From an optimization exercise on the open Yosys and OpenROAD flow, aimed at small area, a short achievable clock period and few clock cycles per item; shortcuts taken in it are not production practice. Function was checked by simulation only, so behaviour that the tests miss may differ from the original. No activity file was given, so power comes from the tool's default toggle rates.

File: flow/design.v
module sig_16_hw #(parameter K=16,DWIDTH=32,EXPONENT_WIDTH=8, BIAS=8'd127)(input [DWIDTH-1:0] x_in,input clk,start,rst,output reg valid, output [DWIDTH-1:0] y_out);
wire [3:0] idxo;
wire       sp;
reg  [3:0] idx_q;
reg        sp_q, s_q;
always @(posedge clk)
begin
	idx_q <= idxo;
	sp_q  <= sp;
	s_q   <= x_in[31];
	if (rst)
		valid <= 1'b0;
	else
		valid <= start;
end
wire pa_n38, pa_n39, pa_n40, pa_n41, pa_n42, pa_n43, pa_n44, pa_n45, pa_n46, pa_n47, pa_n48, pa_n49, pa_n50, pa_n51, pa_n52, pa_n53, pa_n54, pa_n55, pa_n56, pa_n57, pa_n58, pa_n59, pa_n60, pa_n61, pa_n62, pa_n63, pa_n64, pa_n65, pa_n66, pa_n67, pa_n68, pa_n69, pa_n70, pa_n71, pa_n72, pa_n73, pa_n74, pa_n75, pa_n76, pa_n77, pa_n78, pa_n79, pa_n80, pa_n81, pa_n82, pa_n83, pa_n84, pa_n85, pa_n86, pa_n87, pa_n88, pa_n89, pa_n90, pa_n91, pa_n92, pa_n93, pa_n95, pa_n96, pa_n97, pa_n98, pa_n99, pa_n100, pa_n101, pa_n102, pa_n103, pa_n104, pa_n105, pa_n106, pa_n107, pa_n108, pa_n109, pa_n110, pa_n111, pa_n112, pa_n113, pa_n114, pa_n115, pa_n116, pa_n117, pa_n118, pa_n119, pa_n120, pa_n121, pa_n122, pa_n123, pa_n124, pa_n125, pa_n126, pa_n127, pa_n128, pa_n129, pa_n130, pa_n131, pa_n132, pa_n133, pa_n134, pa_n135, pa_n136, pa_n137, pa_n138, pa_n139, pa_n140, pa_n141, pa_n142, pa_n143, pa_n144, pa_n145, pa_n146, pa_n147, pa_n148, pa_n149, pa_n150, pa_n152, pa_n153, pa_n154, pa_n155, pa_n156, pa_n157, pa_n159, pa_n160, pa_n162, pa_n163, pa_n164;
assign pa_n38 = x_in[16]& x_in[17];
assign pa_n39 = ~x_in[18]& ~pa_n38;
assign pa_n40 = x_in[19]& x_in[20];
assign pa_n41 = x_in[21]& pa_n40;
assign pa_n42 = ~pa_n39 & pa_n41;
assign pa_n43 = ~x_in[22]& ~pa_n42;
assign pa_n44 = ~x_in[15]& ~x_in[18];
assign pa_n45 = ~x_in[22]& pa_n44;
assign pa_n46 = x_in[30]& ~pa_n45;
assign pa_n47 = ~pa_n43 & pa_n46;
assign pa_n48 = x_in[18]& x_in[19];
assign pa_n49 = pa_n38 & pa_n48;
assign pa_n50 = ~x_in[20]& ~x_in[21];
assign pa_n51 = ~pa_n49 & pa_n50;
assign pa_n52 = pa_n47 & ~pa_n51;
assign pa_n53 = x_in[25]& x_in[26];
assign pa_n54 = x_in[27]& x_in[28];
assign pa_n55 = x_in[29]& pa_n54;
assign pa_n56 = pa_n53 & pa_n55;
assign pa_n57 = x_in[24]& pa_n56;
assign pa_n58 = ~x_in[21]& ~x_in[22];
assign pa_n59 = ~x_in[18]& ~x_in[19];
assign pa_n60 = x_in[20]& ~pa_n59;
assign pa_n61 = pa_n58 & ~pa_n60;
assign pa_n62 = x_in[23]& ~pa_n61;
assign pa_n63 = ~x_in[19]& pa_n58;
assign pa_n64 = ~x_in[16]& ~x_in[17];
assign pa_n65 = pa_n63 & pa_n64;
assign pa_n66 = pa_n62 & ~pa_n65;
assign pa_n67 = pa_n57 & pa_n66;
assign pa_n68 = pa_n43 & pa_n67;
assign pa_n69 = x_in[21]& x_in[22];
assign pa_n70 = ~pa_n61 & ~pa_n69;
assign pa_n71 = x_in[24]& ~pa_n70;
assign pa_n72 = ~pa_n62 & ~pa_n71;
assign pa_n73 = pa_n56 & ~pa_n72;
assign pa_n74 = ~pa_n68 & pa_n73;
assign pa_n75 = x_in[23]& pa_n57;
assign pa_n76 = pa_n69 & pa_n75;
assign pa_n77 = ~x_in[30]& ~pa_n76;
assign pa_n78 = ~x_in[20]& pa_n63;
assign pa_n79 = pa_n39 & pa_n78;
assign pa_n80 = ~pa_n77 & ~pa_n79;
assign pa_n81 = ~pa_n74 & ~pa_n80;
assign pa_n82 = ~x_in[24]& ~x_in[25];
assign pa_n83 = ~x_in[26]& ~x_in[27];
assign pa_n84 = ~x_in[28]& ~x_in[29];
assign pa_n85 = pa_n83 & pa_n84;
assign pa_n86 = pa_n82 & pa_n85;
assign pa_n87 = ~x_in[23]& pa_n86;
assign pa_n88 = x_in[30]& ~pa_n87;
assign pa_n89 = x_in[15]& x_in[16];
assign pa_n90 = ~x_in[17]& ~pa_n89;
assign pa_n91 = pa_n63 & pa_n90;
assign pa_n92 = x_in[30]& ~pa_n61;
assign pa_n93 = ~pa_n91 & pa_n92;
assign idxo[3]= pa_n88 | pa_n93;
assign pa_n95 = ~pa_n77 & ~idxo[3];
assign pa_n96 = pa_n74 & pa_n95;
assign pa_n97 = pa_n44 & pa_n64;
assign pa_n98 = x_in[19]& ~pa_n97;
assign pa_n99 = ~x_in[20]& ~pa_n98;
assign pa_n100 = x_in[21]& ~pa_n99;
assign pa_n101 = idxo[3]& ~pa_n100;
assign pa_n102 = ~pa_n96 & ~pa_n101;
assign pa_n103 = ~pa_n81 & pa_n102;
assign pa_n104 = ~pa_n52 & ~pa_n103;
assign pa_n105 = ~x_in[22]& pa_n47;
assign pa_n106 = ~pa_n104 & ~pa_n105;
assign pa_n107 = ~x_in[15]& ~x_in[16];
assign pa_n108 = x_in[17]& ~pa_n107;
assign pa_n109 = ~x_in[20]& pa_n59;
assign pa_n110 = ~pa_n108 & pa_n109;
assign pa_n111 = x_in[30]& pa_n69;
assign pa_n112 = ~pa_n110 & pa_n111;
assign pa_n113 = ~pa_n88 & ~pa_n112;
assign pa_n114 = ~pa_n106 & pa_n113;
assign pa_n115 = x_in[14]& pa_n89;
assign pa_n116 = ~x_in[17]& ~pa_n115;
assign pa_n117 = x_in[18]& ~pa_n116;
assign pa_n118 = pa_n78 & pa_n86;
assign pa_n119 = ~pa_n117 & pa_n118;
assign pa_n120 = pa_n88 & ~pa_n119;
assign pa_n121 = ~pa_n113 & ~pa_n120;
assign pa_n122 = x_in[20]& ~pa_n90;
assign pa_n123 = pa_n86 & ~pa_n122;
assign pa_n124 = pa_n61 & pa_n123;
assign pa_n125 = ~x_in[19]& ~pa_n108;
assign pa_n126 = pa_n60 & ~pa_n125;
assign pa_n127 = ~pa_n124 & ~pa_n126;
assign pa_n128 = pa_n121 & pa_n127;
assign pa_n129 = pa_n120 & pa_n124;
assign pa_n130 = ~x_in[8]& ~x_in[9];
assign pa_n131 = ~x_in[10]& ~x_in[11];
assign pa_n132 = pa_n130 & pa_n131;
assign pa_n133 = ~x_in[4]& ~x_in[5];
assign pa_n134 = ~x_in[6]& ~x_in[7];
assign pa_n135 = pa_n133 & pa_n134;
assign pa_n136 = pa_n132 & pa_n135;
assign pa_n137 = ~x_in[12]& ~x_in[13];
assign pa_n138 = ~x_in[14]& pa_n137;
assign pa_n139 = pa_n97 & pa_n138;
assign pa_n140 = pa_n136 & pa_n139;
assign pa_n141 = ~x_in[0]& ~x_in[1];
assign pa_n142 = ~x_in[2]& ~x_in[3];
assign pa_n143 = pa_n141 & pa_n142;
assign pa_n144 = pa_n58 & pa_n143;
assign pa_n145 = pa_n110 & pa_n144;
assign pa_n146 = pa_n140 & pa_n145;
assign pa_n147 = x_in[30]& pa_n75;
assign pa_n148 = ~pa_n146 & pa_n147;
assign pa_n149 = ~pa_n129 & ~pa_n148;
assign pa_n150 = ~pa_n128 & pa_n149;
assign idxo[0]= ~pa_n114 & pa_n150;
assign pa_n152 = ~x_in[23]& pa_n61;
assign pa_n153 = pa_n57 & ~pa_n152;
assign pa_n154 = ~pa_n66 & pa_n153;
assign pa_n155 = ~pa_n47 & ~pa_n120;
assign pa_n156 = ~pa_n154 & pa_n155;
assign pa_n157 = ~pa_n95 & pa_n156;
assign idxo[1]= ~pa_n121 & ~pa_n157;
assign pa_n159 = ~x_in[30]& ~pa_n67;
assign pa_n160 = ~idxo[3]& ~pa_n159;
assign idxo[2]= ~pa_n113 | pa_n160;
assign pa_n162 = pa_n58 & pa_n86;
assign pa_n163 = pa_n88 & ~pa_n162;
assign pa_n164 = ~x_in[30]& pa_n87;
assign sp = pa_n163 | pa_n164;
wire pb_n40, pb_n41, pb_n42, pb_n43, pb_n44, pb_n45, pb_n46, pb_n47, pb_n48, pb_n49, pb_n50, pb_n51, pb_n53, pb_n54, pb_n55, pb_n56, pb_n57, pb_n58, pb_n59, pb_n60, pb_n61, pb_n62, pb_n64, pb_n65, pb_n66, pb_n67, pb_n68, pb_n69, pb_n70, pb_n71, pb_n72, pb_n73, pb_n74, pb_n75, pb_n77, pb_n78, pb_n79, pb_n80, pb_n81, pb_n82, pb_n84, pb_n85, pb_n86, pb_n87, pb_n88, pb_n89, pb_n90, pb_n91, pb_n92, pb_n93, pb_n94, pb_n95, pb_n96, pb_n97, pb_n98, pb_n99, pb_n101, pb_n102, pb_n103, pb_n104, pb_n105, pb_n106, pb_n107, pb_n108, pb_n109, pb_n110, pb_n111, pb_n112, pb_n113, pb_n114, pb_n115, pb_n116, pb_n117, pb_n119, pb_n120, pb_n121, pb_n122, pb_n123, pb_n124, pb_n125, pb_n126, pb_n127, pb_n129, pb_n130, pb_n131, pb_n132, pb_n133, pb_n134, pb_n135, pb_n137, pb_n138, pb_n139, pb_n140, pb_n141, pb_n142, pb_n143, pb_n144, pb_n146, pb_n147, pb_n148, pb_n149, pb_n151, pb_n152, pb_n153, pb_n154, pb_n155, pb_n156, pb_n157, pb_n158, pb_n159, pb_n160, pb_n161, pb_n163, pb_n164, pb_n165, pb_n166, pb_n167, pb_n168, pb_n169, pb_n170, pb_n172, pb_n173, pb_n174, pb_n175, pb_n176, pb_n177, pb_n178, pb_n180, pb_n181, pb_n182, pb_n183, pb_n184, pb_n185, pb_n186, pb_n188, pb_n189, pb_n190, pb_n191, pb_n192, pb_n193, pb_n194, pb_n196, pb_n197, pb_n198, pb_n199, pb_n200, pb_n201, pb_n202, pb_n203, pb_n205, pb_n206, pb_n207, pb_n208, pb_n209, pb_n210, pb_n211, pb_n213, pb_n214, pb_n215, pb_n217, pb_n218, pb_n219, pb_n220, pb_n221, pb_n222, pb_n223, pb_n224, pb_n225, pb_n227, pb_n228, pb_n229, pb_n230, pb_n231, pb_n233, pb_n234, pb_n235, pb_n236, pb_n237, pb_n239, pb_n240, pb_n241, pb_n243, pb_n244, pb_n245, pb_n246, pb_n247, pb_n249, pb_n250, pb_n252, pb_n253, pb_n254, pb_n256, pb_n257, pb_n258, pb_n260, pb_n261, pb_n262, pb_n264;
assign pb_n40 = ~s_q & ~sp_q;
assign pb_n41 = ~idx_q[2]& ~idx_q[3];
assign pb_n42 = idx_q[2]& idx_q[3];
assign pb_n43 = idx_q[1]& idx_q[2];
assign pb_n44 = ~pb_n42 & ~pb_n43;
assign pb_n45 = ~pb_n41 & pb_n44;
assign pb_n46 = idx_q[0]& ~idx_q[3];
assign pb_n47 = ~idx_q[1]& idx_q[2];
assign pb_n48 = idx_q[1]& ~idx_q[2];
assign pb_n49 = ~pb_n47 & ~pb_n48;
assign pb_n50 = ~pb_n46 & pb_n49;
assign pb_n51 = ~pb_n45 & ~pb_n50;
assign y_out[0]= pb_n40 & pb_n51;
assign pb_n53 = ~idx_q[0]& ~idx_q[1];
assign pb_n54 = ~idx_q[2]& pb_n53;
assign pb_n55 = ~s_q & ~pb_n54;
assign pb_n56 = ~idx_q[2]& idx_q[3];
assign pb_n57 = idx_q[0]& idx_q[1];
assign pb_n58 = pb_n56 & pb_n57;
assign pb_n59 = pb_n55 & ~pb_n58;
assign pb_n60 = pb_n41 & ~pb_n53;
assign pb_n61 = s_q & ~pb_n60;
assign pb_n62 = ~sp_q & ~pb_n61;
assign y_out[1]= ~pb_n59 & pb_n62;
assign pb_n64 = idx_q[0]& pb_n47;
assign pb_n65 = ~idx_q[0]& ~pb_n47;
assign pb_n66 = ~pb_n64 & ~pb_n65;
assign pb_n67 = ~pb_n43 & ~pb_n66;
assign pb_n68 = ~idx_q[3]& ~pb_n67;
assign pb_n69 = ~s_q & ~pb_n68;
assign pb_n70 = idx_q[3]& ~pb_n54;
assign pb_n71 = idx_q[0]& pb_n43;
assign pb_n72 = pb_n70 & ~pb_n71;
assign pb_n73 = pb_n69 & ~pb_n72;
assign pb_n74 = s_q & pb_n41;
assign pb_n75 = ~pb_n73 & ~pb_n74;
assign y_out[2]= ~sp_q & ~pb_n75;
assign pb_n77 = idx_q[0]& ~idx_q[1];
assign pb_n78 = idx_q[3]& ~pb_n77;
assign pb_n79 = ~pb_n41 & ~pb_n57;
assign pb_n80 = ~pb_n78 & pb_n79;
assign pb_n81 = s_q & ~pb_n46;
assign pb_n82 = ~sp_q & ~pb_n81;
assign y_out[3]= ~pb_n80 & pb_n82;
assign pb_n84 = idx_q[3]& ~pb_n67;
assign pb_n85 = ~idx_q[3]& ~pb_n71;
assign pb_n86 = ~s_q & ~pb_n48;
assign pb_n87 = pb_n85 & pb_n86;
assign pb_n88 = ~pb_n69 & ~pb_n87;
assign pb_n89 = ~pb_n84 & ~pb_n88;
assign pb_n90 = ~idx_q[2]& ~pb_n57;
assign pb_n91 = idx_q[0]& pb_n90;
assign pb_n92 = ~idx_q[3]& ~pb_n43;
assign pb_n93 = ~pb_n91 & pb_n92;
assign pb_n94 = pb_n89 & ~pb_n93;
assign pb_n95 = idx_q[0]& idx_q[2];
assign pb_n96 = ~idx_q[3]& ~pb_n95;
assign pb_n97 = s_q & ~pb_n96;
assign pb_n98 = ~pb_n70 & pb_n97;
assign pb_n99 = ~pb_n94 & ~pb_n98;
assign y_out[4]= ~sp_q & ~pb_n99;
assign pb_n101 = ~pb_n43 & ~pb_n90;
assign pb_n102 = idx_q[3]& ~pb_n101;
assign pb_n103 = ~idx_q[2]& ~pb_n77;
assign pb_n104 = pb_n96 & ~pb_n103;
assign pb_n105 = ~pb_n102 & ~pb_n104;
assign pb_n106 = s_q & ~pb_n105;
assign pb_n107 = idx_q[2]& ~idx_q[3];
assign pb_n108 = idx_q[1]& pb_n107;
assign pb_n109 = ~pb_n56 & ~pb_n108;
assign pb_n110 = ~idx_q[0]& ~pb_n109;
assign pb_n111 = pb_n42 & pb_n77;
assign pb_n112 = ~pb_n57 & ~pb_n111;
assign pb_n113 = pb_n109 & ~pb_n112;
assign pb_n114 = ~s_q & ~pb_n53;
assign pb_n115 = ~pb_n113 & pb_n114;
assign pb_n116 = ~pb_n110 & pb_n115;
assign pb_n117 = ~sp_q & ~pb_n116;
assign y_out[5]= ~pb_n106 & pb_n117;
assign pb_n119 = ~idx_q[0]& pb_n48;
assign pb_n120 = ~pb_n107 & ~pb_n119;
assign pb_n121 = ~pb_n71 & pb_n120;
assign pb_n122 = ~s_q & ~pb_n121;
assign pb_n123 = ~pb_n53 & ~pb_n57;
assign pb_n124 = ~idx_q[3]& ~pb_n123;
assign pb_n125 = s_q & ~pb_n124;
assign pb_n126 = ~pb_n102 & pb_n125;
assign pb_n127 = ~pb_n122 & ~pb_n126;
assign y_out[6]= ~sp_q & ~pb_n127;
assign pb_n129 = ~pb_n44 & ~pb_n113;
assign pb_n130 = pb_n55 & ~pb_n129;
assign pb_n131 = idx_q[3]& pb_n119;
assign pb_n132 = ~idx_q[1]& ~pb_n56;
assign pb_n133 = pb_n81 & ~pb_n132;
assign pb_n134 = ~pb_n131 & pb_n133;
assign pb_n135 = ~sp_q & ~pb_n134;
assign y_out[7]= ~pb_n130 & pb_n135;
assign pb_n137 = ~idx_q[3]& ~pb_n103;
assign pb_n138 = ~s_q & ~pb_n137;
assign pb_n139 = pb_n42 & ~pb_n123;
assign pb_n140 = idx_q[3]& ~pb_n49;
assign pb_n141 = ~pb_n139 & ~pb_n140;
assign pb_n142 = pb_n138 & pb_n141;
assign pb_n143 = pb_n61 & pb_n112;
assign pb_n144 = ~sp_q & ~pb_n143;
assign y_out[8]= ~pb_n142 & pb_n144;
assign pb_n146 = pb_n78 & pb_n121;
assign pb_n147 = s_q & ~pb_n93;
assign pb_n148 = ~pb_n146 & pb_n147;
assign pb_n149 = ~sp_q & ~pb_n148;
assign y_out[9]= ~pb_n89 & pb_n149;
assign pb_n151 = idx_q[1]& idx_q[3];
assign pb_n152 = ~idx_q[3]& pb_n90;
assign pb_n153 = ~pb_n151 & ~pb_n152;
assign pb_n154 = s_q & ~sp_q;
assign pb_n155 = ~pb_n131 & pb_n154;
assign pb_n156 = ~pb_n153 & pb_n155;
assign pb_n157 = idx_q[1]& ~idx_q[3];
assign pb_n158 = ~idx_q[0]& pb_n157;
assign pb_n159 = ~sp_q & ~pb_n58;
assign pb_n160 = ~pb_n158 & pb_n159;
assign pb_n161 = pb_n138 & pb_n160;
assign y_out[10]= pb_n156 | pb_n161;
assign pb_n163 = ~idx_q[0]& pb_n106;
assign pb_n164 = ~idx_q[0]& ~pb_n43;
assign pb_n165 = ~pb_n71 & ~pb_n164;
assign pb_n166 = ~s_q & pb_n165;
assign pb_n167 = ~pb_n42 & pb_n166;
assign pb_n168 = ~pb_n80 & pb_n167;
assign pb_n169 = ~pb_n126 & ~pb_n168;
assign pb_n170 = ~pb_n163 & pb_n169;
assign y_out[11]= ~sp_q & ~pb_n170;
assign pb_n172 = ~idx_q[0]& ~pb_n49;
assign pb_n173 = pb_n40 & ~pb_n172;
assign pb_n174 = ~pb_n129 & pb_n173;
assign pb_n175 = ~pb_n53 & pb_n56;
assign pb_n176 = pb_n154 & ~pb_n175;
assign pb_n177 = ~pb_n139 & pb_n176;
assign pb_n178 = ~y_out[3]& pb_n177;
assign y_out[12]= pb_n174 | pb_n178;
assign pb_n180 = ~pb_n91 & ~pb_n151;
assign pb_n181 = ~pb_n172 & pb_n180;
assign pb_n182 = pb_n166 & pb_n181;
assign pb_n183 = s_q & ~pb_n111;
assign pb_n184 = ~pb_n80 & pb_n121;
assign pb_n185 = pb_n183 & ~pb_n184;
assign pb_n186 = ~pb_n182 & ~pb_n185;
assign y_out[13]= ~sp_q & ~pb_n186;
assign pb_n188 = ~pb_n54 & ~pb_n108;
assign pb_n189 = ~pb_n104 & pb_n188;
assign pb_n190 = pb_n183 & pb_n189;
assign pb_n191 = pb_n151 & pb_n165;
assign pb_n192 = ~pb_n158 & ~pb_n191;
assign pb_n193 = pb_n190 & pb_n192;
assign pb_n194 = ~sp_q & ~pb_n167;
assign y_out[14]= ~pb_n193 & pb_n194;
assign pb_n196 = ~idx_q[1]& ~pb_n60;
assign pb_n197 = ~pb_n172 & pb_n196;
assign pb_n198 = ~pb_n88 & ~pb_n197;
assign pb_n199 = ~pb_n42 & ~pb_n146;
assign pb_n200 = ~idx_q[3]& ~pb_n66;
assign pb_n201 = s_q & ~pb_n200;
assign pb_n202 = pb_n199 & pb_n201;
assign pb_n203 = ~pb_n198 & ~pb_n202;
assign y_out[15]= ~sp_q & ~pb_n203;
assign pb_n205 = idx_q[3]& pb_n172;
assign pb_n206 = ~pb_n181 & ~pb_n205;
assign pb_n207 = s_q & ~pb_n206;
assign pb_n208 = idx_q[3]& pb_n65;
assign pb_n209 = ~s_q & ~pb_n208;
assign pb_n210 = ~pb_n157 & pb_n209;
assign pb_n211 = ~pb_n207 & ~pb_n210;
assign y_out[16]= ~sp_q & ~pb_n211;
assign pb_n213 = ~pb_n93 & pb_n114;
assign pb_n214 = ~pb_n102 & pb_n213;
assign pb_n215 = ~pb_n190 & ~pb_n214;
assign y_out[17]= ~sp_q & ~pb_n215;
assign pb_n217 = ~idx_q[0]& pb_n120;
assign pb_n218 = idx_q[0]& pb_n56;
assign pb_n219 = s_q & ~pb_n157;
assign pb_n220 = ~pb_n218 & pb_n219;
assign pb_n221 = ~pb_n217 & pb_n220;
assign pb_n222 = idx_q[0]& pb_n107;
assign pb_n223 = ~idx_q[1]& ~pb_n222;
assign pb_n224 = pb_n209 & pb_n223;
assign pb_n225 = ~sp_q & ~pb_n224;
assign y_out[18]= ~pb_n221 & pb_n225;
assign pb_n227 = ~pb_n95 & pb_n157;
assign pb_n228 = pb_n154 & ~pb_n227;
assign pb_n229 = ~pb_n140 & pb_n228;
assign pb_n230 = pb_n40 & ~pb_n175;
assign pb_n231 = ~pb_n222 & pb_n230;
assign y_out[19]= pb_n229 | pb_n231;
assign pb_n233 = ~idx_q[0]& pb_n45;
assign pb_n234 = pb_n183 & ~pb_n233;
assign pb_n235 = ~s_q & ~pb_n70;
assign pb_n236 = ~pb_n165 & pb_n235;
assign pb_n237 = ~sp_q & ~pb_n236;
assign y_out[20]= ~pb_n234 & pb_n237;
assign pb_n239 = ~pb_n68 & pb_n199;
assign pb_n240 = s_q & ~pb_n239;
assign pb_n241 = ~sp_q & ~pb_n87;
assign y_out[21]= ~pb_n240 & pb_n241;
assign pb_n243 = ~pb_n47 & ~pb_n151;
assign pb_n244 = idx_q[0]& ~pb_n243;
assign pb_n245 = pb_n228 & ~pb_n244;
assign pb_n246 = ~pb_n110 & pb_n245;
assign pb_n247 = sp_q & ~idx_q[0];
assign y_out[30]= idx_q[1]& pb_n247;
assign pb_n249 = pb_n40 & ~pb_n41;
assign pb_n250 = ~y_out[30]& ~pb_n249;
assign y_out[22]= pb_n246 | ~pb_n250;
assign pb_n252 = ~sp_q & ~pb_n54;
assign pb_n253 = ~pb_n51 & pb_n252;
assign pb_n254 = sp_q & idx_q[0];
assign y_out[26]= ~s_q | ~pb_n254;
assign pb_n256 = sp_q & pb_n53;
assign pb_n257 = ~pb_n40 & ~pb_n256;
assign pb_n258 = y_out[26]& pb_n257;
assign y_out[23]= ~pb_n253 & pb_n258;
assign pb_n260 = ~pb_n154 & y_out[26];
assign pb_n261 = ~sp_q & ~pb_n85;
assign pb_n262 = ~pb_n109 & pb_n261;
assign y_out[24]= pb_n260 | pb_n262;
assign pb_n264 = ~pb_n254 & ~pb_n261;
assign y_out[25]= ~s_q | pb_n264;
assign y_out[31]= 1'b0;
assign y_out[27]= y_out[26];
assign y_out[28]= y_out[26];
assign y_out[29]= y_out[26];
endmodule
File: flow/flow/run.sh
#!/bin/bash
# The standard layout, with the smallest buffer on the ports instead of
# the delay buffer buffer_ports would pick by itself, and timing repair
# aiming at a shorter period than the clock's.
set -euo pipefail
export BUFFER_PORTS_ARGS="-buffer_cell sky130_fd_sc_hd__buf_1"
export SETUP_SLACK_MARGIN=6.0
bash standard.sh > standard.log 2>&1
File: flow/standard.sh
#!/bin/bash
# synth_recipe.tcl (not shown) runs the flow's synth.tcl, then flattens the netlist and writes it again
# the make line also repeats each setting of config.mk as NAME=value (left out here)
make -C /OpenROAD-flow-scripts/flow DESIGN_CONFIG=/design/flow/config.mk WORK_HOME=/design/flow/orfs CLKGATE_MAP_FILE= SYNTH_SCRIPT=/design/flow/synth_recipe.tcl "${@:-finish}"
File: flow/config.mk
export PLATFORM = sky130hd
export DESIGN_NAME = sig_16_hw
export DESIGN_NICKNAME = sig_16_hw
export VERILOG_FILES = /design/flow/design.v
export SDC_FILE = /design/flow/constraint.sdc
export NUM_CORES = 4
export LEC_CHECK = 0
export ABC_AREA = 1
export CAP_MARGIN = 20
export CORE_MARGIN = 2
export CORE_UTILIZATION = 40
export PLACE_DENSITY = 0.6
export SLEW_MARGIN = 20
File: flow/constraint.sdc
create_clock -name core_clock -period 10.0 [get_ports {clk}]
set_input_delay 2.0000 -clock core_clock [delete_from_list [all_inputs] [get_ports {clk}]]
set_output_delay 2.0000 -clock core_clock [all_outputs]
set_load 0.01 [all_outputs]
==> summary.md, run 1 <==
| Metric | Value |
|---|---|
| Outcome | `complete, no violations` |
| Top Ports | `between 60 and 70` |
| Via count | `2279` |
| Final Setup Violations | `0` |
| Fmax | `between 200 and 250 MHz` |
| Inserted Diodes | `0` |
| Leak | `between 0.8 and 0.9 nW` |
| Layout cell share with drive strength beyond 1 | `between 10% and 20%` |
| Vias in the first global route | `about 2.1k` |
| Critical path startpoint category | `flop` |
| Synthesis warning total | `1` |
| Total power draw | `196 uW` |
| Die H | `roughly 67 um` |
| Final Max Slew Viols | `0` |
| Die Footprint | `4520 um2` |
| H-tree Lvls | `1` |
| Die span in x | `67.2 um` |
| Setup CP Type | `reg2out` |
| Vias per cell | `around 5.5` |
| Final Critical Period | `around 4000 ps` |
| Dpl hpwl | `around 4.3 mm` |
| Antenna violations before repair | `0` |
| CP Max Fanout | `12` |
| Hold Path End | `s_q` |
| DRT iter0 DRCs | `~300` |
| Unique masters post-synth | `40` |
| CTS Buffer Depth | `2` |
| Fin worst setup slack | `approximately 6000 ps` |
| Area growth, synth to finish | `28.7%` |
| TritonCTS sink count | `7` |
| # port buffers | `66` |
| CTS buffer count | `3` |
| First-pass iteration count of the detailed router | `8` |
| Pre-CTS WS | `between 5000 and 6000 ps` |
| Maximum vdd drop | `about 0.052 mV` |
| Seq/Total Area, Yosys | `8.77%` |
| Initial core utilization | `around 43%` |
| Hold Path Depth | `1` |
| Post-synth EDFFs | `0` |
| Hold buffer count at cts | `0` |
| WL final | `roughly 5.6 mm` |
| Final-report hold violation count | `0` |
| Area of the core | `~3700 um2` |
| Largest net degree at the start of global routing | `18` |
| CTS tree | `yes` |
| Max_cap viols | `0` |
| WP data required | `8000 ps` |
| Asr flop ratio synth | `0%` |
| First-pass GRT wire length | `9.30 mm` |
| Commonest non-fill, non-tap cells in the layout | `61 x buf_1, 49 x nand2_1, 42 x inv_1` |
| Final Cycle Share | `between 40% and 50%` |
| Nets | `between 400 and 500` |
| FF+latch count, synth | `7` |
| GPL Wtd Cong | `approximately 0.96` |
| Cell count after synthesis | `a little under 300` |
| CP arrival | `between 2000 and 2500 ps` |
| Drc violations | `0` |
| Clock slew at reported path FFs | `40 ps` |
| Site Rows | `22` |
| Min-delay src | `x_in[31]` |
| WL/cell | `13.7 um` |
| RSZ-0062 raised after global routing | `true` |
| Hold crit path type | `in2reg` |
| Clock root cell | `clkbuf_8` |
| Antenna viol nets, final | `0` |
| Post-synth top flop | `dfxtp_1` |
| Mapped cell area | `roughly 1600 um2` |
| Syn nets | `between 300 and 400` |
| Total congestion overflow | `0` |
| Mean Syn Cell Area | `between 5 and 6 um2` |
| PD cells | `between 90 and 100 nW/um2` |
| Most common cell after layout, fill and taps aside | `buf_1` |
| Final setup TNS | `0 ps` |
| Crit. End Element | `primary output` |
| Overall Global Routing Usage | `between 20% and 30%` |
==> cells in the mapped netlist (3+ instances only) <==
master / number / area share [%]
nand2_2: 4 / 1.6
a21oi_1: 16 / 5.0
ha_1: 8 / 6.3
nand2_1: 50 / 12
inv_2: 5 / 1.2
nor2_1: 42 / 9.9
nor3_1: 15 / 4.7
dfxtp_1: 7 / 8.8
clkbuf_1: 3 / 0.70
o21ai_0: 24 / 7.5
nor4_1: 4 / 1.6
buf_4: 7 / 3.3
o211ai_1: 5 / 2.3
a31oi_1: 4 / 1.6
nand3_1: 20 / 6.3
inv_1: 46 / 11
nor2_2: 3 / 1.2
==> stage by stage <==
step                util, %  hold WS (ps)  cells  instance area (um2)
floorplan                 -          2030    294                 1600
global placement       48.6          2100    395                 1820
detailed placement     48.6          2100    395                 1820
CTS                    52.8          1870    407                 1980
global route           54.9          1870    411                 2060
finish                 54.9          1870    411                 2060
==> worst max-delay path: stages (launching register included) <==
cell	delay, ps
dfxtp_4	410
ha_1	250
inv_1	100
o21ai_0	300
nand2_1	120
o21ai_0	160
nand3_1	160
o41ai_1	90
buf_1	190
==> power by group <==
group          leakage (nW)  total (mW)  switching (mW)  internal (mW)
registers            0.0599      0.0375         0.00692         0.0306
logic                 0.814       0.120          0.0756         0.0440
clock network        0.0228      0.0386          0.0112         0.0275
==> area by class of cell <==
| class | count | area [um2] |
|---|---|---|
| clock buffers | 4 | 45.0 |
| fillers | 411 | 1690 |
| inverters | 51 | 201 |
| multi-input cells | 223 | 1250 |
| flip-flops and latches | 7 | 158 |
| well taps | 48 | 60.1 |
| repair buffers | 78 | 344 |
==> flip-flops by register name, indices dropped and copies added (netlist names) <==
name	cells
sp_q	1
s_q	1
idx_q	4
valid	1
==> timing repair <==
action | CTS | global route
gates cloned | 0 | 0
setup endpoints to repair | 17 | 20
gates resized for setup | 21 | 19
pin swaps | 0 | 4
setup buffers | 8 | 4
==> routing by layer <==
metal | track usage, % | vias up | wire [um]
met3 | 3.17 | 28 | 605
met4 | 11.5 | 0 | 232
li1 | - | 1119 | -
met2 | 42.9 | 179 | 2460
met5 | 0 | - | 0
met1 | 35.6 | 953 | 2320
==> worst max-delay path by stage <==
| stage | start | endpoint | slack [ps] | depth (start not counted) |
|---|---|---|---|---|
| final | idx_q[0] | y_out[12] | 5980 | 8 |
| after global routing | idx_q[0] | y_out[12] | 5910 | 8 |
| after CTS | idx_q[2] | y_out[15] | 6010 | 12 |
| after detailed placement | idx_q[1] | y_out[4] | 5840 | 11 |
| after global placement | idx_q[1] | y_out[4] | 5870 | 11 |
| after floorplan | idx_q[1] | y_out[15] | 6080 | 9 |
==> cells by family (layout without fill, tap and decap cells) <==
logic type	after synthesis	after routing	share of synthesized area [%]
buffers and inverters	64	133	17.3
flip-flops	7	7	8.77
other	1	1	0.235
AND/OR/NAND/NOR	148	148	42.3
AO/OA/AOI/OAI	66	66	25.1
adder cells (fa/ha/maj)	8	8	6.26
Testbench counts, summed over its fixed seeds: cycles 6,392, items 3,200.
==> inputs of run 2 (changes only) <==
--- a/flow/flow/run.sh
+++ b/flow/flow/run.sh
@@ -4,5 +4,5 @@
 # aiming at a shorter period than the clock's.
 set -euo pipefail
 export BUFFER_PORTS_ARGS="-buffer_cell sky130_fd_sc_hd__buf_1"
-export SETUP_SLACK_MARGIN=6.0
+export SETUP_SLACK_MARGIN=5.3
 bash standard.sh > standard.log 2>&1
--- a/flow/config.mk
+++ b/flow/config.mk
@@ -9,5 +9,6 @@
 export CAP_MARGIN = 20
 export CORE_MARGIN = 2
 export CORE_UTILIZATION = 40
+export CTS_BUF_LIST = sky130_fd_sc_hd__clkbuf_2
 export PLACE_DENSITY = 0.6
 export SLEW_MARGIN = 20
==> run 2 against run 1 <==
Effect of this change: critical path depth grew 3; via count shrank 2.7%; sequential power is essentially flat; worst hold slack lost 3.3 ps; global-route usage shrank 0.70 points; count of clock-buffer cells in the layout is the same; combinational power shrank 13%; synthesized area is the same; largest cell class unchanged; still clean on timing, DRC and antenna; core utilization shrank 5.8 points; setup slack lost 440 ps; clock power shrank 47%.
==> summary.md, run 2 <==
| Metric | Value |
|---|---|
| CP arrival | `roughly 2500 ps` |
| Total congestion overflow | `0` |
| Final Setup Violations | `0` |
| Max_cap viols | `0` |
| Clock slew at reported path FFs | `70 ps` |
| Post-synth top flop | `dfxtp_1` |
| Nets | `roughly 400` |
| Final core utilization | `49.2%` |
| Critical path startpoint category | `flop` |
| Clock root cell | `clkbuf_2` |
| Synth top cells by count | `50 x nand2_1, 46 x inv_1, 42 x nor2_1` |
| Final Critical Period | `roughly 4500 ps` |
| Mean Syn Cell Area | `~5.4 um2` |
| Vias per cell | `roughly 5.6` |
| TritonCTS sink count | `7` |
| Biggest area consumer among synthesized cells | `nand2_1` |
| Leak | `0.824 nW` |
| Worst slew margin | `a little under three fifths` |
| Biggest register | `idx_q` |
| Overall Global Routing Usage | `about 26%` |
| Maximum vdd drop | `approximately 0.037 mV` |
| Die span in x | `about 67 um` |
| Commonest non-fill, non-tap cells in the layout | `66 x buf_1, 50 x nand2_1, 46 x inv_1` |
| CTS resizes | `0` |
| Antenna viol nets, final | `0` |
| Worst slew pin tran | `666 ps` |
| Top cells by area, synth | `nand2_1 12%, inv_1 11%, nor2_1 9.9%` |
| Crit. End Element | `primary output` |
| Final Max Slew Viols | `0` |
| DP Area | `1820 um2` |
| Post-synth EDFFs | `0` |
| Mapped cell area | `1600 um2` |
| Seq/Total Area, Yosys | `8.77%` |
| CTS tree | `yes` |
| FF+latch count, synth | `7` |
| Antenna violations before repair | `0` |
| GPL Wtd Cong | `roughly 0.96` |
| Dpl hpwl | `4.32 mm` |
| Pre-CTS WS | `5840 ps` |
| Syn nets | `337` |
| Final instance area | `1840 um2` |
| Die H | `67.2 um` |
| Sequential cell area | `140 um2` |
| Asr flop ratio synth | `0%` |
| Unique masters post-synth | `40` |
| WL/cell | `13.3 um` |
| CP Max Fanout | `8` |
| First-pass GRT wire length | `between 9 and 10 mm` |
| Max FFs per register | `4` |
| WP data required | `approximately 8000 ps` |
| Via count | `about 2.2k` |
| # port buffers | `66` |
| Cell count after synthesis | `roughly 290` |
| Final-report hold violation count | `0` |
| RSZ-0062 raised after global routing | `false` |
| Fin worst setup slack | `roughly 5500 ps` |
| Synthesis warning total | `1` |
| Hold WS | `~1900 ps` |
| Adder-Cell Fraction of Synth Area | `roughly 6.3%` |
| Hold buffer count at cts | `0` |
| Hold Path End | `s_q` |
| PD cells | `slightly below 90 nW/um2` |
| Layout cell share with drive strength beyond 1 | `7.12%` |
| Most common cell after layout, fill and taps aside | `buf_1` |
| Post-Synth Simple-Gate Area | `42.3%` |
| Min-delay src | `x_in[31]` |
| Hold crit path type | `in2reg` |
| Final Cycle Share | `between 40 and 50%` |
| Mux cell area share after synthesis | `0%` |
| Inserted Diodes | `0` |
| Layout fillers | `437` |
| Combinational family with the most area after synthesis | `simple AND/OR/NAND/NOR gates` |
| Hold Path Depth | `1` |
| Most used standard cell by instance count after synthesis | `nand2_1` |
| Initial core utilization | `between 40% and 50%` |
| Synth Area in XOR/XNOR | `0%` |
| Fmax | `~220 MHz` |
| Largest net degree at the start of global routing | `18` |
| CTS buffer count | `3` |
| Area of the core | `between 3000 and 4000 um2` |
| Die Footprint | `between 4000 and 5000 um2` |
| Total setup buffers inserted after CTS | `0` |
| Multi-input gate area | `between 1000 and 1500 um2` |
| Area growth, synth to finish | `15.2%` |
| Outcome | `complete, no violations` |
| WL final | `approximately 5.3 mm` |
| Top Ports | `68` |
| Site Rows | `22` |
| Final setup TNS | `0 ps` |
| H-tree Lvls | `1` |
| Drc violations | `0` |
| Vias in the first global route | `2006` |
| Setup CP Type | `reg2out` |
| DRT iter0 DRCs | `roughly 380` |
| First-pass iteration count of the detailed router | `6` |
| Post-synthesis compound-gate area fraction | `between 20% and 30%` |
| Share of the synthesized area in the top cell type | `between 10% and 20%` |
| CTS Buffer Depth | `2` |
==> run 2: cell types whose count changed in the layout (fill, tap and decap cells not counted), sizes merged <==
cell      previous run  this run
clkinvlp             2         0
inv                 49        51
clkbuf               5         4
buf                 77        66
==> run 2: power by group <==
| part | switching [mW] | leakage (nW) | internal (mW) |
|---|---|---|---|
| sequential | 0.00735 | 0.0589 | 0.0301 |
| combinational | 0.0696 | 0.748 | 0.0345 |
| clock | 0.00992 | 0.0166 | 0.0106 |
==> run 2: cell type report <==
cell class              count  share of cell area (%)
inverters                  51                    10.4
repair buffers             66                    13.5
multi-input cells         223                    64.2
well taps                  48                    3.26
clock buffers               4                    1.09
flip-flops and latches      7                    7.61
==> run 2: cell families after synthesis <==
group | Yosys count
buffers and inverters | 64
other | 1
AO/OA/AOI/OAI | 66
flip-flops | 7
AND/OR/NAND/NOR | 148
adder cells (fa/ha/maj) | 8
==> run 2: metrics by stage <==
step	power, mW	cells
after global placement	0.140	395
after global routing	0.178	399
after detailed placement	0.138	395
after CTS	0.160	399
after floorplan	0.108	294
final	0.162	399
==> run 2: critical path, cell delays in order (launching register included) <==
cell	delay (ps)
dfxtp_1	470
inv_1	190
ha_1	230
inv_1	50
ha_1	230
or2_2	290
nand2_1	100
o21ai_1	100
a21oi_1	190
nand2_1	70
a21oi_1	120
buf_1	170
==> run 2: routing by layer <==
metal	wire (um)	GRT usage (%)	up-vias	part of all wire [%]
li1	-	-	1094	-
met1	2280	35.3	920	43
met2	2200	40.5	176	41
met3	608	3.00	28	11
met4	239	12.5	0	4.5
met5	0	0	-	0
==> run 2: how the worst max path moves through the flow <==
stage,from,endpoint,slack [ps]
after floorplan,idx_q[1],y_out[15],6080
after global placement,idx_q[1],y_out[4],5870
after detailed placement,idx_q[1],y_out[4],5840
after CTS,idx_q[1],y_out[4],5560
after global routing,idx_q[1],y_out[4],5310
final,idx_q[1],y_out[4],5550
==> inputs of run 3 (changes only) <==
--- a/flow/flow/run.sh
+++ b/flow/flow/run.sh
@@ -4,5 +4,5 @@
 # aiming at a shorter period than the clock's.
 set -euo pipefail
 export BUFFER_PORTS_ARGS="-buffer_cell sky130_fd_sc_hd__buf_1"
-export SETUP_SLACK_MARGIN=5.3
+export SETUP_SLACK_MARGIN=6.0
 bash standard.sh > standard.log 2>&1
--- a/flow/config.mk
+++ b/flow/config.mk
@@ -5,7 +5,6 @@
 export SDC_FILE = /design/flow/constraint.sdc
 export NUM_CORES = 4
 export LEC_CHECK = 0
-export ABC_AREA = 1
 export CAP_MARGIN = 20
 export CORE_MARGIN = 2
 export CORE_UTILIZATION = 40
==> run 3 against run 2 <==
Effect of this change: global-route usage is 2.3 points lower; critical path depth is 3 lower; maximum frequency is 11% higher; wire length is 21% higher; synthesized area is 12% higher; via count is 16% higher; first-iteration DRC count is 19% higher; non-clock buffer count is 32 higher; worst hold slack worse by 7.8 ps; critical path type unchanged; critical endpoint is now y_out[8].
==> summary.md, run 3 <==
| Metric | Value |
|---|---|
| Outcome | `complete, no violations` |
| Hold Path End | `s_q` |
| CP Max Fanout | `41` |
| Unique masters post-synth | `53` |
| Dpl hpwl | `roughly 4 mm` |
| # port buffers | `66` |
| Die Footprint | `between 5000 and 6000 um2` |
| Area growth, synth to finish | `37.1%` |
| Final-report hold violation count | `0` |
| Total congestion overflow | `0` |
| Final setup TNS | `0 ps` |
| Final Cycle Share | `40.1%` |
| Post-synth EDFFs | `0` |
| Drc violations | `0` |
| First-pass iteration count of the detailed router | `5` |
| Crit. Startpoint | `idx_q[3]` |
| Layout cell share with drive strength beyond 1 | `20.9%` |
| Final Max Slew Viols | `0` |
| Cells after DPL | `around 380` |
| Syn nets | `330` |
| Mapped cell area | `1780 um2` |
| CP arrival | `approximately 2000 ps` |
| Die span in x | `a little over 70 um` |
| Fmax | `about 250 MHz` |
| Clock root cell | `clkbuf_2` |
| Antenna violations before repair | `0` |
| H-tree Lvls | `1` |
| Final Critical Period | `4010 ps` |
| GPL Wtd Cong | `0.961` |
| Synth top cells by count | `32 x nor2_1, 24 x a21oi_1, 24 x nand2_1, 24 x o21ai_0, 15 x clkbuf_1` |
| Die H | `a little over 70 um` |
| Top cells by area, synth | `dfxtp_1 7.9%, a21oi_1 6.7%, o21ai_0 6.7%` |
| Biggest area consumer among synthesized cells | `dfxtp_1` |
| Post-synth top flop | `dfxtp_1` |
| Most used standard cell by instance count after synthesis | `nor2_1` |
| Max FFs per register | `4` |
| Leak | `slightly below 0.9 nW` |
| Asr flop ratio synth | `0%` |
| CTS Buffer Depth | `2` |
| Setup CP Type | `reg2out` |
| Commonest non-fill, non-tap cells in the layout | `60 x buf_1, 31 x nor2_1, 28 x buf_4` |
| Max_cap viols | `0` |
| Critical path startpoint category | `flop` |
| WL/cell | `15.7 um` |
| Hold crit path type | `in2reg` |
| TritonCTS sink count | `7` |
| Vias in the first global route | `about 2.2k` |
| Cell count after synthesis | `287` |
| Fin worst setup slack | `5990 ps` |
| RSZ-0062 raised after global routing | `true` |
| Pre-CTS WS | `roughly 5300 ps` |
| CTS tree | `yes` |
| Hold WS | `1860 ps` |
| Biggest register | `idx_q` |
| Maximum vdd drop | `a little over 0.05 mV` |
| Initial core utilization | `41.2%` |
| Crit. End Element | `primary output` |
| Antenna viol nets, final | `0` |
| Synthesis warning total | `1` |
| DRT iter0 DRCs | `about 460` |
| First-pass GRT wire length | `10.0 mm` |
| Clock slew at reported path FFs | `~70 ps` |
| CTS buffer count | `3` |
| Seq/Total Area, Yosys | `under 10%` |
| Area of the core | `~4300 um2` |
| Mean Syn Cell Area | `slightly above 6 um2` |
| Site Rows | `24` |
| Inserted Diodes | `0` |
| Nets | `between 400 and 500` |
| Largest net degree at the start of global routing | `42` |
| Fin cells | `about 410` |
| Min-delay src | `x_in[31]` |
| Via count | `between 2k and 3k` |
| Most common cell after layout, fill and taps aside | `buf_1` |
| PD cells | `about 74 nW/um2` |
| Share of the synthesized area in the top cell type | `7.87%` |
| Top Ports | `just under 70` |
| Hold Path Depth | `1` |
| WP data required | `around 8000 ps` |
| WL final | `around 6.5 mm` |
| Vias per cell | `around 6.3` |
| Final Setup Violations | `0` |
| Overall Global Routing Usage | `a little under a quarter` |
| FF+latch count, synth | `7` |
| Hold buffer count at cts | `0` |
run 3: cell types whose count changed after synthesis, sizes merged, moves of 6 or more:
cell and change:
nand2 -29, a21oi +7, nand3 -17, nand2b +7
a21o +6, inv -40, clkbuf +13, nor2b +6
nor3 -6, nor2 -13
run 3: per-layer routing:
layer	global-route usage, %	share of wire (%)	wire, um	up-vias
li1	-	-	-	1230
met1	33.1	42	2720	1176
met2	36.6	47	3050	154
met3	3.28	8.8	571	20
met4	8.81	1.9	126	0
met5	0	0	0	-
run 3: what timing repair did:
item                                    CTS  global route
endpoints found under the setup margin   26            18
pin swaps                                 1            17
buffers inserted                         12            17
gates resized for setup                  30            36
hold endpoints to repair                  0             0
run 3: worst max path at each step:
stage	to	slack, ps	depth (start not counted)
final	y_out[8]	5990	8
after global routing	y_out[8]	5850	8
after CTS	y_out[15]	5980	7
after detailed placement	y_out[9]	5320	7
after global placement	y_out[9]	5330	7
after floorplan	y_out[2]	6030	8
run 3: where the power goes:
group	internal, mW	switching, mW	total (mW)	leakage (nW)
Combinational	0.0541	0.0742	0.128	0.791
Clock	0.0106	0.0100	0.0207	0.0166
Sequential	0.0296	0.00329	0.0329	0.0597
Total	0.0943	0.0875	0.182	0.867
run 3: layout make-up:
type / count / area, um2
multi-input cells: 237 / 1620
clock buffers: 4 / 20.0
fillers: 432 / 1880
flip-flops and latches: 7 / 151
well taps: 52 / 65.1
inverters: 13 / 63.8
repair buffers: 98 / 519
run 3: cell families after synthesis:
kind of cell / after synthesis / synth area share, %
simple gates: 112 / 31.7
buf+inv: 43 / 10.7
flops: 7 / 7.86
compound gates: 114 / 42.8
other cells: 1 / 0.210
fa+ha+maj: 8 / 5.62
mux: 2 / 1.12
run 3: through the flow:
stage	utilization, %	cell area, um2	total power [mW]
2_1_floorplan	-	1780	0.104
3_3_place_gp	45.7	1970	0.130
3_5_place_dp	45.7	1970	0.130
4_1_cts	50.9	2200	0.165
5_1_grt	56.5	2440	0.197
6_report	56.5	2440	0.182
run 3: critical path, cell delays in order, from the launching register on:
cell and delay (ps):
dfxtp_1 360, buf_12 220, clkinvlp_4 200, buf_4 180
nand2_1 80, nor2_1 90, nor4b_1 380, nor3_1 110
buf_1 150
==> inputs of run 4 (changes only) <==
--- a/flow/flow/run.sh
+++ b/flow/flow/run.sh
@@ -4,5 +4,5 @@
 # aiming at a shorter period than the clock's.
 set -euo pipefail
 export BUFFER_PORTS_ARGS="-buffer_cell sky130_fd_sc_hd__buf_1"
-export SETUP_SLACK_MARGIN=6.0
+export SETUP_SLACK_MARGIN=5.6
 bash standard.sh > standard.log 2>&1
--- a/flow/config.mk
+++ b/flow/config.mk
@@ -5,9 +5,9 @@
 export SDC_FILE = /design/flow/constraint.sdc
 export NUM_CORES = 4
 export LEC_CHECK = 0
+export ABC_AREA = 1
 export CAP_MARGIN = 20
 export CORE_MARGIN = 2
 export CORE_UTILIZATION = 40
-export CTS_BUF_LIST = sky130_fd_sc_hd__clkbuf_2
 export PLACE_DENSITY = 0.6
 export SLEW_MARGIN = 20
==> run 4 against run 3 <==
Effect of this change: still clean; global-route usage increased by 2.3 points; worst hold slack gained 11 ps; design area down 23%; final cell count fell by 2.9%.
==> summary.md, run 4 <==
| Metric | Value |
|---|---|
| Outcome | `complete, no violations` |
| Cell count after synthesis | `approximately 290` |
| Biggest register | `idx_q` |
| Die span in x | `67.2 um` |
| Final setup TNS | `0 ps` |
| Inserted Diodes | `0` |
| Post-synth EDFFs | `0` |
| Final-report hold violation count | `0` |
| Hold Path Depth | `1` |
| Commonest non-fill, non-tap cells in the layout | `65 x buf_1, 50 x nand2_1, 45 x inv_1` |
| FF+latch count, synth | `7` |
| Dpl hpwl | `~4.3 mm` |
| Hold buffer count at cts | `0` |
| Die Footprint | `around 4500 um2` |
| Hold crit path type | `in2reg` |
| Clock root cell | `clkbuf_8` |
| Maximum vdd drop | `approximately 0.048 mV` |
| Nets | `around 400` |
| First-pass iteration count of the detailed router | `5` |
| PD cells | `96.6 nW/um2` |
| # port buffers | `66` |
| Unique masters post-synth | `40` |
| Most used standard cell by instance count after synthesis | `nand2_1` |
| Seq/Total Area, Yosys | `approximately 8.8%` |
| CP arrival | `about 2300 ps` |
| H-tree Lvls | `1` |
| GPL Wtd Cong | `~0.96` |
| TritonCTS sink count | `7` |
| Largest net degree at the start of global routing | `18` |
| Clock slew at reported path FFs | `40 ps` |
| Final Max Slew Viols | `0` |
| WL final | `~5.3 mm` |
| Max_cap viols | `0` |
| CTS Buffer Depth | `2` |
| Antenna viol nets, final | `0` |
| Max FFs per register | `4` |
| First-pass GRT wire length | `9.09 mm` |
| Fmax | `roughly 230 MHz` |
| Vias per cell | `between 5 and 6` |
| Asr flop ratio synth | `0%` |
| CP Max Fanout | `8` |
| Top Ports | `68` |
| CP most frequent cell | `ha_1` |
| Total congestion overflow | `0` |
| Overall Global Routing Usage | `25.9%` |
| Synth top cells by count | `50 x nand2_1, 46 x inv_1, 42 x nor2_1` |
| Mean Syn Cell Area | `5.43 um2` |
| WL/cell | `~13 um` |
| Final Critical Period | `roughly 4300 ps` |
| Final Setup Violations | `0` |
| Crit-path cells | `inv_2, ha_1, inv_1, ha_1, or2_2, nand2_1, o21ai_1, a31o_2, a21oi_1, clkbuf_2` |
| RSZ-0062 raised after global routing | `false` |
| Syn nets | `around 340` |
| Mapped cell area | `between 1500 and 2000 um2` |
| Area of the core | `roughly 3700 um2` |
| Post-synth top flop | `dfxtp_1` |
| Most common cell after layout, fill and taps aside | `buf_1` |
| Biggest area consumer among synthesized cells | `nand2_1` |
| Hold WS | `approximately 1900 ps` |
| Top cells by area, synth | `nand2_1 12%, inv_1 11%, nor2_1 9.9%` |
| Critical path's slowest cell | `dfxtp_4` |
| Site Rows | `22` |
| Critical path startpoint category | `flop` |
| Antenna violations before repair | `0` |
| Layout cell share with drive strength beyond 1 | `under 10%` |
| Setup CP Type | `reg2out` |
| Synthesis warning total | `1` |
| Via count | `2252` |
| Die H | `approximately 67 um` |
| Share of the synthesized area in the top cell type | `roughly an eighth` |
| Initial core utilization | `a little over two fifths` |
| Worst slew pin tran | `about 650 ps` |
| Worst slew margin | `between 50% and 60%` |
| Crit. End Element | `primary output` |
| CTS buffer count | `3` |
| Vias in the first global route | `around 2k` |
| Drc violations | `0` |
| Area growth, synth to finish | `17.5%` |
| Final Cycle Share | `between 40 and 50%` |
| CP peak stage delay | `approximately 360 ps` |
| CTS tree | `yes` |
| DRT iter0 DRCs | `355` |
| Leak | `0.832 nW` |
| WP data required | `8000 ps` |
==> run 4: cell types whose count changed after synthesis, sizes merged, moves of 13 or more <==
cell / before / now
inv: 11 / 51
nand2: 25 / 54
nand3: 4 / 21
clkbuf: 16 / 3
nor2: 32 / 45
==> run 4: final timing paths <==
| path | slack (ps) | from | to |
|---|---|---|---|
| setup / recovery | 5720 | idx_q[1] | y_out[15] |
| hold / removal | 1870 | x_in[31] | s_q |
==> run 4: kinds of logic (layout without fill, tap and decap cells) <==
kind of cell | after synthesis | after routing | share of synthesized area [%]
simple gates | 148 | 148 | 42.3
compound gates | 66 | 66 | 25.1
buf+inv | 64 | 121 | 17.3
fa+ha+maj | 8 | 8 | 6.26
flops | 7 | 7 | 8.77
other cells | 1 | 1 | 0.235
==> run 4: critical path: cells and delay by family, from the launching register on <==
kind	cells	cell delay, ps
AOI/OAI and AO/OA	3	500
adders and majority gates	2	450
and+or+nand+nor	2	420
DFF	1	360
buffers and inverters	3	320
==> run 4: final cells by class <==
cell class | count | area (um2)
Multi-Input combinational cell | 223 | 1180
Inverter | 51 | 191
Fill cell | 432 | 1870
Tap cell | 48 | 60.1
Clock buffer | 4 | 45.0
Sequential cell | 7 | 148
Timing Repair Buffer | 66 | 249
==> run 4: what timing repair did <==
item	in CTS	in global routing
setup endpoints to repair	2	7
setup buffers	0	0
gates resized for setup	1	7
==> run 4: power by group <==
part           internal, mW  switching, mW  leakage, nW
Combinational        0.0349         0.0696        0.751
Clock                0.0275         0.0113       0.0228
Sequential           0.0307        0.00748       0.0588
Total                0.0931         0.0884        0.832
==> run 4: through the flow <==
step                      setup slack [ps]  util, %  power (mW)  instances  area, um2
after global routing                  5620     50.2       0.198        399       1880
final                                 5720     50.2       0.181        399       1880
after floorplan                       6080        -       0.108        294       1600
after detailed placement              5840     48.6       0.138        395       1820
after CTS                             5660     49.9       0.178        399       1870
after global placement                5870     48.6       0.140        395       1820
==> run 4: layer usage <==
layer / up-vias / share of wire (%) / track usage (%)
met1: 947 / 43 / 35.5
met2: 174 / 42 / 40.5
met3: 36 / 11 / 3.17
li1: 1095 / - / -
met5: - / 0 / 0
met4: 0 / 4.3 / 11.7
==> inputs of run 5 (changes only) <==
--- a/flow/config.mk
+++ b/flow/config.mk
@@ -9,5 +9,8 @@
 export CAP_MARGIN = 20
 export CORE_MARGIN = 2
 export CORE_UTILIZATION = 40
+export CTS_BUF_LIST = sky130_fd_sc_hd__clkbuf_4
+export CTS_CLUSTER_DIAMETER = 200
+export CTS_CLUSTER_SIZE = 20
 export PLACE_DENSITY = 0.6
 export SLEW_MARGIN = 20
==> run 5 against run 4 <==
Effect of this change: still clean; critical path depth fell by 1; flip-flop and latch count did not move; clock power fell by 28%; synthesized cell count did not move; synthesized area did not move; die area did not move; global-route usage fell by 0.24 points; core utilization fell by 0.33 points; worst hold slack got worse by 23 ps; sequential power barely moved; maximum frequency rose by 0.29%; power fell by 6.0%; critical endpoint unchanged; largest cell class unchanged.
==> summary.md, run 5 <==
| Metric | Value |
|---|---|
| Dpl hpwl | `4.32 mm` |
| Max FFs per register | `4` |
| Clock slew at reported path FFs | `50 ps` |
| Initial core utilization | `42.7%` |
| WL/cell | `~13 um` |
| Area of the core | `about 3700 um2` |
| Synth top cells by count | `50 x nand2_1, 46 x inv_1, 42 x nor2_1` |
| Vias per cell | `about 5.6` |
| Max_cap viols | `0` |
| Seq/Total Area, Yosys | `~9%` |
| Critical path's slowest cell | `dfxtp_2` |
| Hold Path Depth | `1` |
| Outcome | `complete, no violations` |
| Final-report hold violation count | `0` |
| Commonest non-fill, non-tap cells in the layout | `65 x buf_1, 50 x nand2_1, 45 x inv_1` |
| Post-synth top flop | `dfxtp_1` |
| Die H | `67.2 um` |
| First-pass iteration count of the detailed router | `5` |
| Fmax | `234 MHz` |
| Die span in x | `just under 70 um` |
| # port buffers | `66` |
| Final Critical Period | `around 4300 ps` |
| Final Max Slew Viols | `0` |
| Biggest area consumer among synthesized cells | `nand2_1` |
| Antenna violations before repair | `0` |
| Biggest register | `idx_q` |
| Via count | `approximately 2.2k` |
| Antenna viol nets, final | `0` |
| Layout cell share with drive strength beyond 1 | `a little under a tenth` |
| Top Ports | `68` |
| CTS Buffer Depth | `2` |
| Hold crit path type | `in2reg` |
| CP Max Fanout | `10` |
| CTS buffer count | `3` |
| CTS tree | `yes` |
| Vias in the first global route | `about 2.0k` |
| GPL Wtd Cong | `roughly 0.96` |
| Unique masters post-synth | `40` |
| Syn nets | `around 340` |
| Mapped cell area | `1600 um2` |
| Final setup TNS | `0 ps` |
| Setup CP Type | `reg2out` |
| Nets | `roughly 400` |
| Maximum vdd drop | `0.0378 mV` |
| Worst slew margin | `between 50% and 60%` |
| Worst slew pin tran | `between 600 and 700 ps` |
| Cell count after synthesis | `around 290` |
| Mean Syn Cell Area | `about 5.4 um2` |
| DRT iter0 DRCs | `roughly 350` |
| Clock root cell | `clkbuf_4` |
| CP most frequent cell | `ha_1` |
| Total congestion overflow | `0` |
| Asr flop ratio synth | `0%` |
| Area growth, synth to finish | `16.8%` |
| PD cells | `91.5 nW/um2` |
| Crit-path cells | `ha_1, inv_1, ha_1, or2_2, nand2_1, o21ai_1, a31o_2, a21oi_1, clkbuf_2` |
| RSZ-0062 raised after global routing | `false` |
| Min-delay src | `x_in[31]` |
| CP arrival | `about 2300 ps` |
| Crit. End Element | `primary output` |
| TritonCTS sink count | `7` |
| CP peak stage delay | `450 ps` |
| Drc violations | `0` |
| Hold Path End | `s_q` |
| Overall Global Routing Usage | `25.7%` |
| Post-synth EDFFs | `0` |
| Die Footprint | `between 4000 and 5000 um2` |
| WL final | `around 5.4 mm` |
| Leak | `just over 0.8 nW` |
| Site Rows | `22` |
| Final Cycle Share | `between 40% and 50%` |
| FF+latch count, synth | `7` |
| H-tree Lvls | `1` |
| Most used standard cell by instance count after synthesis | `nand2_1` |
| Top cells by area, synth | `nand2_1 12%, inv_1 11%, nor2_1 9.9%` |
| Critical path startpoint category | `flop` |
| Share of the synthesized area in the top cell type | `11.7%` |
| Synthesis warning total | `1` |
| First-pass GRT wire length | `about 9 mm` |
| Largest net degree at the start of global routing | `18` |
| Hold WS | `approximately 1800 ps` |
| Most common cell after layout, fill and taps aside | `buf_1` |
| WP data required | `around 8000 ps` |
| Inserted Diodes | `0` |
| Final Setup Violations | `0` |
==> run 5: cell counts after synthesis <==
Identical to the previous run, type by type.
==> run 5: how the worst max path moves through the flow <==
stage / start / end / slack, ps / cells past startpoint
5_1_grt: idx_q[2] / y_out[15] / 5590 / 9
4_1_cts: idx_q[0] / y_out[4] / 5620 / 9
3_5_place_dp: idx_q[1] / y_out[4] / 5840 / 11
6_report: idx_q[2] / y_out[15] / 5730 / 9
3_3_place_gp: idx_q[1] / y_out[4] / 5870 / 11
2_1_floorplan: idx_q[1] / y_out[15] / 6080 / 9
==> run 5: final cells by class <==
type	count	area (um2)
inverters	51	194
flip-flops and latches	7	148
clock buffers	4	30.0
well taps	48	60.1
multi-input cells	223	1180
fillers	430	1880
repair buffers	66	249
==> run 5: where the power goes <==
group	internal (mW)	leakage (nW)	switching, mW
logic	0.0349	0.751	0.0697
registers	0.0306	0.0588	0.00760
clock network	0.0179	0.0184	0.00988
total	0.0834	0.828	0.0872
==> run 5: through the flow <==
stage | std cells | worst slack, ps | cell area (um2) | power [mW] | utilization [%]
floorplan | 294 | 6080 | 1600 | 0.108 | -
global placement | 395 | 5870 | 1820 | 0.140 | 48.6
detailed placement | 395 | 5840 | 1820 | 0.138 | 48.6
CTS | 399 | 5620 | 1850 | 0.167 | 49.5
global route | 399 | 5590 | 1870 | 0.187 | 49.8
finish | 399 | 5730 | 1870 | 0.171 | 49.8
==> run 5: metal layers <==
| metal | routed length (um) | part of all wire (%) | global-route usage (%) | vias to the layer above |
|---|---|---|---|---|
| met5 | 0 | 0 | 0 | - |
| li1 | - | - | - | 1096 |
| met1 | 2340 | 44 | 35.0 | 938 |
| met3 | 525 | 9.8 | 2.83 | 28 |
| met2 | 2280 | 43 | 40.3 | 170 |
| met4 | 216 | 4.0 | 12.0 | 0 |
==> run 5: worst max-delay path, delay by kind of cell, from the launching register on <==
kind / cells / cell delay (ps)
simple gates: 2 / 420
fa+ha+maj: 2 / 460
flops: 1 / 450
compound gates: 3 / 490
buf+inv: 2 / 190
==> run 5: repair_timing <==
| action | 4_1_cts | 5_1_grt |
|---|---|---|
| gates resized for setup | 1 | 8 |
| endpoints found under the setup margin | 2 | 9 |
| hold buffers | 0 | 0 |
| buffers inserted | 0 | 0 |
==> run 5: logic make-up after synthesis <==
logic type / synth area share (%)
DFF: 8.77
and+or+nand+nor: 42.3
buffers and inverters: 17.3
adders and majority gates: 6.26
other: 0.235
AOI/OAI and AO/OA: 25.1
==> inputs of run 6 (changes only) <==
--- a/flow/config.mk
+++ b/flow/config.mk
@@ -8,9 +8,9 @@
 export ABC_AREA = 1
 export CAP_MARGIN = 20
 export CORE_MARGIN = 2
-export CORE_UTILIZATION = 40
+export CORE_UTILIZATION = 60
 export CTS_BUF_LIST = sky130_fd_sc_hd__clkbuf_4
 export CTS_CLUSTER_DIAMETER = 200
 export CTS_CLUSTER_SIZE = 20
-export PLACE_DENSITY = 0.6
+export PLACE_DENSITY = 0.75
 export SLEW_MARGIN = 20
==> run 6 against run 5 <==
Effect of this change: sequential share of layout area is 0.20 points higher; global-route usage is 7.1 points higher; wire length is 5.6% lower; critical path type unchanged; final cell count is 4.5% lower; synthesized cell count stayed put; largest cell class unchanged; highest routed layer unchanged; via count is 0.18% higher; still clean on timing, DRC and antenna; non-clock buffer count stayed put; setup slack better by 21 ps.
==> summary.md, run 6 <==
| Metric | Value |
|---|---|
| Final Critical Period | `approximately 4200 ps` |
| Post-Synth Simple-Gate Area | `between 40% and 50%` |
| Top cells by area, synth | `nand2_1 12%, inv_1 11%, nor2_1 9.9%` |
| Adder-Cell Fraction of Synth Area | `6.26%` |
| Setup CP Type | `reg2out` |
| Fin cells | `381` |
| Mux cell area share after synthesis | `0%` |
| Seq/Total Area, Yosys | `8.77%` |
| Mean Syn Cell Area | `between 5 and 6 um2` |
| Synth top cells by count | `50 x nand2_1, 46 x inv_1, 42 x nor2_1` |
| Post-synth top flop | `dfxtp_1` |
| Most used standard cell by instance count after synthesis | `nand2_1` |
| H-tree Lvls | `1` |
| Sequential cell area | `roughly 150 um2` |
| Biggest area consumer among synthesized cells | `nand2_1` |
| Fmax | `about 240 MHz` |
| Hold Path End | `s_q` |
| Hold buffer count at cts | `0` |
| Vias in the first global route | `approximately 1.9k` |
| Hold Path Depth | `1` |
| Final setup TNS | `0 ps` |
| Combinational family with the most area after synthesis | `simple AND/OR/NAND/NOR gates` |
| Cells after DPL | `between 300 and 400` |
| Initial core utilization | `between 60% and 70%` |
| Critical path startpoint category | `flop` |
| CTS tree | `yes` |
| Site Rows | `18` |
| DRT iter0 DRCs | `197` |
| Clock slew at reported path FFs | `50 ps` |
| Max FFs per register | `4` |
| Mapped cell area | `1600 um2` |
| Max_cap viols | `0` |
| Area growth, synth to finish | `14.8%` |
| Final Cycle Share | `a little over two fifths` |
| First-pass GRT wire length | `approximately 8.3 mm` |
| Maximum vdd drop | `between 0.09 and 0.1 mV` |
| WL final | `a little over 5 mm` |
| WP data required | `around 8000 ps` |
| Antenna violations before repair | `0` |
| Most common cell after layout, fill and taps aside | `buf_1` |
| Layout cell share with drive strength beyond 1 | `under 10%` |
| GPL Wtd Cong | `around 1.1` |
| Inserted Diodes | `0` |
| TritonCTS sink count | `7` |
| Die H | `around 56 um` |
| Final-report hold violation count | `0` |
| Area of the core | `2500 um2` |
| Synth Area in XOR/XNOR | `0%` |
| Worst slew margin | `slightly below 60%` |
| # port buffers | `66` |
| CP Max Fanout | `8` |
| Layout fillers | `237` |
| WL/cell | `between 10 and 15 um` |
| Biggest register | `idx_q` |
| Syn nets | `approximately 340` |
| Antenna viol nets, final | `0` |
| Asr flop ratio synth | `0%` |
| Nets | `between 300 and 400` |
| Post-synthesis compound-gate area fraction | `between 20 and 30%` |
| Worst slew pin tran | `622 ps` |
| Share of the synthesized area in the top cell type | `approximately an eighth` |
| Multi-input gate area | `1180 um2` |
| Commonest non-fill, non-tap cells in the layout | `66 x buf_1, 50 x nand2_1, 45 x inv_1` |
| Min-delay src | `x_in[31]` |
| CTS Buffer Depth | `2` |
| FF+latch count, synth | `7` |
| CTS buffer count | `3` |
| RSZ-0062 raised after global routing | `false` |
| Vias per cell | `5.87` |
| Synthesis warning total | `1` |
| Die Footprint | `a little over 3000 um2` |
| Post-synth EDFFs | `0` |
| Top Ports | `68` |
| Dpl hpwl | `4.13 mm` |
| First-pass iteration count of the detailed router | `5` |
| Die span in x | `about 56 um` |
| Total setup buffers inserted after CTS | `0` |
| Hold crit path type | `in2reg` |
| Unique masters post-synth | `40` |
| Final Max Slew Viols | `0` |
| Outcome | `complete, no violations` |
| Leak | `approximately 0.82 nW` |
| Crit. End Element | `primary output` |
| Overall Global Routing Usage | `32.8%` |
| Final Setup Violations | `0` |
| CP arrival | `~2300 ps` |
| Drc violations | `0` |
| Largest net degree at the start of global routing | `18` |
| Via count | `about 2.2k` |
| Cell count after synthesis | `slightly below 300` |
| Clock root cell | `clkbuf_4` |
| Total congestion overflow | `0` |
| PD cells | `around 90 nW/um2` |
[run 6: repair_timing]
item	CTS	global route
gates cloned	0	0
pin swaps	0	0
setup endpoints to repair	2	6
gates resized for setup	1	6
[run 6: cell type report]
cell class | count | share of cell area [%]
clock buffer | 3 | 1.23
clock inverter | 1 | 0.273
inverter | 51 | 10.4
multi-input combinational | 223 | 64.4
sequential | 7 | 8.12
tap | 30 | 2.05
timing repair buffer | 66 | 13.5
[run 6: cell families after synthesis]
family	after synthesis
DFF	7
buffers and inverters	64
AOI/OAI and AO/OA	66
adders and majority gates	8
other	1
and+or+nand+nor	148
[run 6: per-stage QoR]
stage	power (mW)	util, %	worst slack [ps]	area [um2]	hold WS [ps]
floorplan	0.108	-	6080	1600	2030
global placement	0.137	71.9	5890	1800	2090
detailed placement	0.137	71.9	5840	1800	2090
CTS	0.164	73.1	5620	1830	1860
global route	0.180	73.4	5620	1830	1860
finish	0.167	73.4	5750	1830	1860
[run 6: metal layers]
layer / part of all wire (%) / track usage, %
met1: 40 / 47.6
met2: 41 / 45.6
met3: 17 / 10.0
met4: 2.0 / 10.8
met5: 0 / 0
[run 6: how the worst max path moves through the flow]
stage          startpoint   endpoint  slack, ps
6_report         idx_q[1]   y_out[4]       5750
5_1_grt          idx_q[1]   y_out[4]       5620
4_1_cts          idx_q[0]   y_out[4]       5620
3_5_place_dp     idx_q[1]   y_out[4]       5840
3_3_place_gp     idx_q[1]   y_out[4]       5890
2_1_floorplan    idx_q[1]  y_out[15]       6080
[run 6: power breakdown]
part / internal [mW] / switching, mW
combinational: 0.0346 / 0.0695
sequential: 0.0306 / 0.00727
clock: 0.0146 / 0.0101
total: 0.0798 / 0.0869
[run 6: worst max-delay path, stage by stage, from the launching register on]
cell,delay (ps)
dfxtp_4,370
inv_2,120
ha_1,150
inv_1,40
ha_1,290
or2_2,290
nand2_1,100
o21ai_1,90
a21oi_1,190
nand2_1,70
a21oi_1,120
buf_1,170

[separate check: timing with driven ports]
No port has a modelled driver above. Below, the same layouts with a new extraction and two added sets of constraints.
Step 1: set_driving_cell puts a clkbuf_16 on clk and a buf_2 on each other input, an assumption about the parent block.
Step 2, shift: input delay + t, output delay - t, t = (earliest + latest rising clock arrival at the registers) / 2. This alone moves slack from input paths to output paths.
a / b / c = no drivers / after step 1 / after step 2; a / b = the first two.
| run | t, ns | setup WS [ns] |
|---|---|---|
| run 1 | 0.243 | 5.984 / 5.961 / 6.204 |
| run 2 | 0.243 | 5.545 / 5.524 / 5.767 |
| run 3 | 0.241 | 5.990 / 5.973 / 6.214 |
| run 4 | 0.243 | 5.718 / 5.694 / 5.938 |
| run 5 | 0.265 | 5.730 / 5.709 / 5.973 |
| run 6 | 0.260 | 5.751 / 5.737 / 5.997 |
After both steps every run listed still meets setup and hold.
